From an optimization exercise on the open Yosys and OpenROAD flow, aimed at small area; shortcuts taken in it are not production practice. Function was checked by simulation only, so behaviour that the tests miss may differ from the original. Power figures rest on the tool's default switching activity, not on a simulated workload.

==> inputs of exp/cedar <==
==> flow/design.v (excerpt) <==
module convolution #(parameter BW1=16, BW2=16)
  (input iCLK, iRSTn, iWren,
   input signed [7:0] iX,
   input [7:0] iWeight,
   input [4:0] iADDR,
   output signed [BW2-1:0] oPsum);
reg [7:0] W1;
reg [7:0] W2;
reg [7:0] W3;
reg [7:0] W4;
reg [7:0] W5;
reg [7:0] W6;
reg [7:0] W7;
reg [7:0] W8;
reg [7:0] W9;
reg [7:0] W10;
reg [7:0] W11;
reg [7:0] W12;
reg [7:0] W13;
reg [7:0] W14;
reg [7:0] W15;
reg [7:0] W16;
reg [7:0] W17;
reg [7:0] W18;
reg [7:0] W19;
reg [7:0] W20;
reg [7:0] W21;
reg [7:0] W22;
reg [7:0] W23;
reg [7:0] W24;
reg [7:0] W25;
always @(posedge iCLK or negedge iRSTn)
  if (!iRSTn) W1 <= 8'd0;
  else if (iWren && iADDR == 5'd1) W1 <= iWeight;
always @(posedge iCLK or negedge iRSTn)
  if (!iRSTn) W2 <= 8'd0;
  else if (iWren && iADDR == 5'd2) W2 <= iWeight;
always @(posedge iCLK or negedge iRSTn)
  if (!iRSTn) W3 <= 8'd0;
  else if (iWren && iADDR == 5'd3) W3 <= iWeight;
always @(posedge iCLK or negedge iRSTn)
  if (!iRSTn) W4 <= 8'd0;
  else if (iWren && iADDR == 5'd4) W4 <= iWeight;
always @(posedge iCLK or negedge iRSTn)
  if (!iRSTn) W5 <= 8'd0;
  else if (iWren && iADDR == 5'd5) W5 <= iWeight;
always @(posedge iCLK or negedge iRSTn)
  if (!iRSTn) W6 <= 8'd0;
  else if (iWren && iADDR == 5'd6) W6 <= iWeight;
always @(posedge iCLK or negedge iRSTn)
  if (!iRSTn) W7 <= 8'd0;
  else if (iWren && iADDR == 5'd7) W7 <= iWeight;
always @(posedge iCLK or negedge iRSTn)
  if (!iRSTn) W8 <= 8'd0;
  else if (iWren && iADDR == 5'd8) W8 <= iWeight;
always @(posedge iCLK or negedge iRSTn)
  if (!iRSTn) W9 <= 8'd0;
  else if (iWren && iADDR == 5'd9) W9 <= iWeight;
always @(posedge iCLK or negedge iRSTn)
  if (!iRSTn) W10 <= 8'd0;
  else if (iWren && iADDR == 5'd10) W10 <= iWeight;
always @(posedge iCLK or negedge iRSTn)
  if (!iRSTn) W11 <= 8'd0;
  else if (iWren && iADDR == 5'd11) W11 <= iWeight;
always @(posedge iCLK or negedge iRSTn)
  if (!iRSTn) W12 <= 8'd0;
  else if (iWren && iADDR == 5'd12) W12 <= iWeight;
always @(posedge iCLK or negedge iRSTn)
  if (!iRSTn) W13 <= 8'd0;
  else if (iWren && iADDR == 5'd13) W13 <= iWeight;
always @(posedge iCLK or negedge iRSTn)
  if (!iRSTn) W14 <= 8'd0;
  ...
Settings: LEC_CHECK=0, CAP_MARGIN=20, CORE_MARGIN=2, CORE_UTILIZATION=40, SLEW_MARGIN=20, SYNTH_HIERARCHICAL=1; clock period 6.0 ns.
run.sh (not shown) runs the stock make flow with config.mk's settings and CLKGATE_MAP_FILE= SYNTH_SCRIPT=/design/flow/synth_recipe.tcl, a recipe that flattens the netlist after the stock synthesis.
==> inputs of exp/delta, as changes to exp/cedar <==
==> flow/flow/run.sh (new file) <==
#!/bin/bash
set -euo pipefail
export CTS_ARGS="-sink_clustering_enable -repair_clock_nets -dont_use_dummy_load -buf_list sky130_fd_sc_hd__clkbuf_8 -sink_clustering_size 14 -sink_clustering_max_diameter 60"
bash standard.sh > flow_standard.log 2>&1
==> flow/standard.sh (new file) <==
#!/bin/bash
# synth_recipe.tcl (not shown) runs the flow's synth.tcl, then flattens the netlist and writes it again
# the make line also repeats each setting of config.mk as NAME=value (left out here)
make -C /OpenROAD-flow-scripts/flow DESIGN_CONFIG=/design/flow/config.mk WORK_HOME=/design/flow/orfs CLKGATE_MAP_FILE= SYNTH_SCRIPT=/design/flow/synth_recipe.tcl "${@:-finish}"
CAP_MARGIN = 0   (was 20)
SLEW_MARGIN = 0   (was 20)
removed: flow/run.sh
==> comparison <==
exp/delta passed the timing, DRC and antenna checks. exp/cedar completed without violations. Of exp/cedar and exp/delta, exp/cedar has the higher worst hold slack (gap 0.094 ns). In exp/delta the global-route usage is lower than in exp/cedar, by 0.17 points. In exp/cedar the register-to-register slack is better than in exp/delta, by 0.02 ns. Against exp/delta, the routed wire length of exp/cedar is larger by about 0.5%. Of exp/cedar and exp/delta, exp/cedar has the higher clock-buffer cell count (gap 49).


==> v7 <==
convolution again, from the RTL that the note above started with.
## convolution
module convolution #(parameter BW1=16, BW2=16)
  (input iCLK, iRSTn, iWren,
   input signed [7:0] iX,
   input [7:0] iWeight,
   input [4:0] iADDR,
   output signed [BW2-1:0] oPsum);
reg [7:0] W1;
reg [7:0] W2;
reg [7:0] W3;
reg [7:0] W4;
reg [7:0] W5;
reg [7:0] W6;
reg [7:0] W7;
reg [7:0] W8;
reg [7:0] W9;
reg [7:0] W10;
reg [7:0] W11;
reg [7:0] W12;
reg [7:0] W13;
reg [7:0] W14;
reg [7:0] W15;
reg [7:0] W16;
reg [7:0] W17;
reg [7:0] W18;
reg [7:0] W19;
reg [7:0] W20;
reg [7:0] W21;
reg [7:0] W22;
reg [7:0] W23;
reg [7:0] W24;
reg [7:0] W25;
always @(posedge iCLK or negedge iRSTn)
  if (!iRSTn) W1 <= 8'd0;
  else if (iWren && iADDR == 5'd1) W1 <= iWeight;
always @(posedge iCLK or negedge iRSTn)
  if (!iRSTn) W2 <= 8'd0;
  else if (iWren && iADDR == 5'd2) W2 <= iWeight;
always @(posedge iCLK or negedge iRSTn)
  if (!iRSTn) W3 <= 8'd0;
  else if (iWren && iADDR == 5'd3) W3 <= iWeight;
always @(posedge iCLK or negedge iRSTn)
  if (!iRSTn) W4 <= 8'd0;
  else if (iWren && iADDR == 5'd4) W4 <= iWeight;
always @(posedge iCLK or negedge iRSTn)
  if (!iRSTn) W5 <= 8'd0;
  else if (iWren && iADDR == 5'd5) W5 <= iWeight;
always @(posedge iCLK or negedge iRSTn)
  if (!iRSTn) W6 <= 8'd0;
  else if (iWren && iADDR == 5'd6) W6 <= iWeight;
always @(posedge iCLK or negedge iRSTn)
  if (!iRSTn) W7 <= 8'd0;
  else if (iWren && iADDR == 5'd7) W7 <= iWeight;
always @(posedge iCLK or negedge iRSTn)
  if (!iRSTn) W8 <= 8'd0;
  else if (iWren && iADDR == 5'd8) W8 <= iWeight;
always @(posedge iCLK or negedge iRSTn)
  if (!iRSTn) W9 <= 8'd0;
  else if (iWren && iADDR == 5'd9) W9 <= iWeight;
always @(posedge iCLK or negedge iRSTn)
  if (!iRSTn) W10 <= 8'd0;
  else if (iWren && iADDR == 5'd10) W10 <= iWeight;
always @(posedge iCLK or negedge iRSTn)
  if (!iRSTn) W11 <= 8'd0;
  else if (iWren && iADDR == 5'd11) W11 <= iWeight;
always @(posedge iCLK or negedge iRSTn)
  if (!iRSTn) W12 <= 8'd0;
  ...
export LEC_CHECK = 0
export CAP_MARGIN = 20
export CORE_MARGIN = 2
export CORE_UTILIZATION = 40
export SLEW_MARGIN = 20
export SYNTH_HIERARCHICAL = 1
create_clock -name core_clock -period 6.0 [get_ports {iCLK}]
standard.sh (not shown) runs the stock make flow with config.mk's settings and CLKGATE_MAP_FILE= SYNTH_SCRIPT=/design/flow/synth_recipe.tcl, a recipe that flattens the netlist after the stock synthesis.
==> flow/flow/run.sh <==
#!/bin/bash
set -euo pipefail
export CTS_ARGS="-sink_clustering_enable -repair_clock_nets -dont_use_dummy_load -buf_list sky130_fd_sc_hd__clkbuf_8 -sink_clustering_size 18 -sink_clustering_max_diameter 45"
bash standard.sh > flow_standard.log 2>&1
==> v29: changes against v7 <==
==> flow/flow/run.sh (replaced) <==
#!/bin/bash
set -euo pipefail
export CTS_ARGS="-sink_clustering_enable -repair_clock_nets -dont_use_dummy_load -buf_list sky130_fd_sc_hd__clkbuf_8 -sink_clustering_size 14 -sink_clustering_max_diameter 60"
bash standard.sh > flow_standard.log 2>&1
==> summary.md <==
| Metric | Value |
|---|---|
| Outcome | complete, no violations |
| Switching Power | 14.5 mW |
| Total Power | 35.9 mW |
| # diodes | 11 |
| Met1 Wirelength | 85.2 mm |
| Area delta synth->final | 6.45% |
| Critical path data arrival time | 6.42 ns |
| Nets | 7059 |
| Clkbuf count | 145 |
| Sequential share of power | 32.0% |
| Metal2 WL | 93.4 mm |
| Final Non-Filler Cells | 7824 |
| Fmax | 0.177 GHz |
| Clock buffers created by TritonCTS | 145 |
| Post-route design area | 0.0771 mm^2 |
Source of the figures above: v7

==> summary.md <==
| Metric | Value |
|---|---|
| Metal2 WL | 93.0 mm |
| Clock buffers created by TritonCTS | 135 |
| # diodes | 7 |
| Clkbuf count | 135 |
| Post-route design area | 0.0770 mm^2 |
| Fmax | 0.176 GHz |
| Starting density of the core | 40.2% |
| Switching Power | 14.5 mW |
| Sequential share of power | 32.1% |
| Outcome | complete, no violations |
| Area delta synth->final | 6.23% |
| Met1 Wirelength | 85.4 mm |
| Total Power | 35.7 mW |
Source of the figures above: v29

re-timing with driven ports:
Ports are ideal in the flow. The routed layouts listed here were re-timed in OpenROAD. Step 1, drivers: a clkbuf_16 drives iCLK and a buf_2 each remaining input, both assumed. Step 2 times the ports against the registers' clock, not the clock port: input delays grow and output delays shrink by t, the midpoint of the rising clock arrivals with the driver on. Slacks: no drivers / after step 1 / after step 2; pairs: no drivers / after step 1.
run	t, ns	setup WS [ns]	hold slack, ns
exp/cedar	0.871	0.346 / 0.346 / 0.346	0.240 / 0.295 / 0.295
exp/delta	0.919	0.323 / 0.323 / 0.323	0.145 / 0.285 / 0.290
v7	0.951	0.361 / 0.361 / 0.243	0.271 / 0.271 / 0.271
v29	0.919	0.323 / 0.323 / 0.323	0.145 / 0.285 / 0.290
After both steps setup and hold are still met in every run listed. The setup slack of v7, which loses most, moves by 0.000 ns with the drivers and by -0.118 ns with both steps.
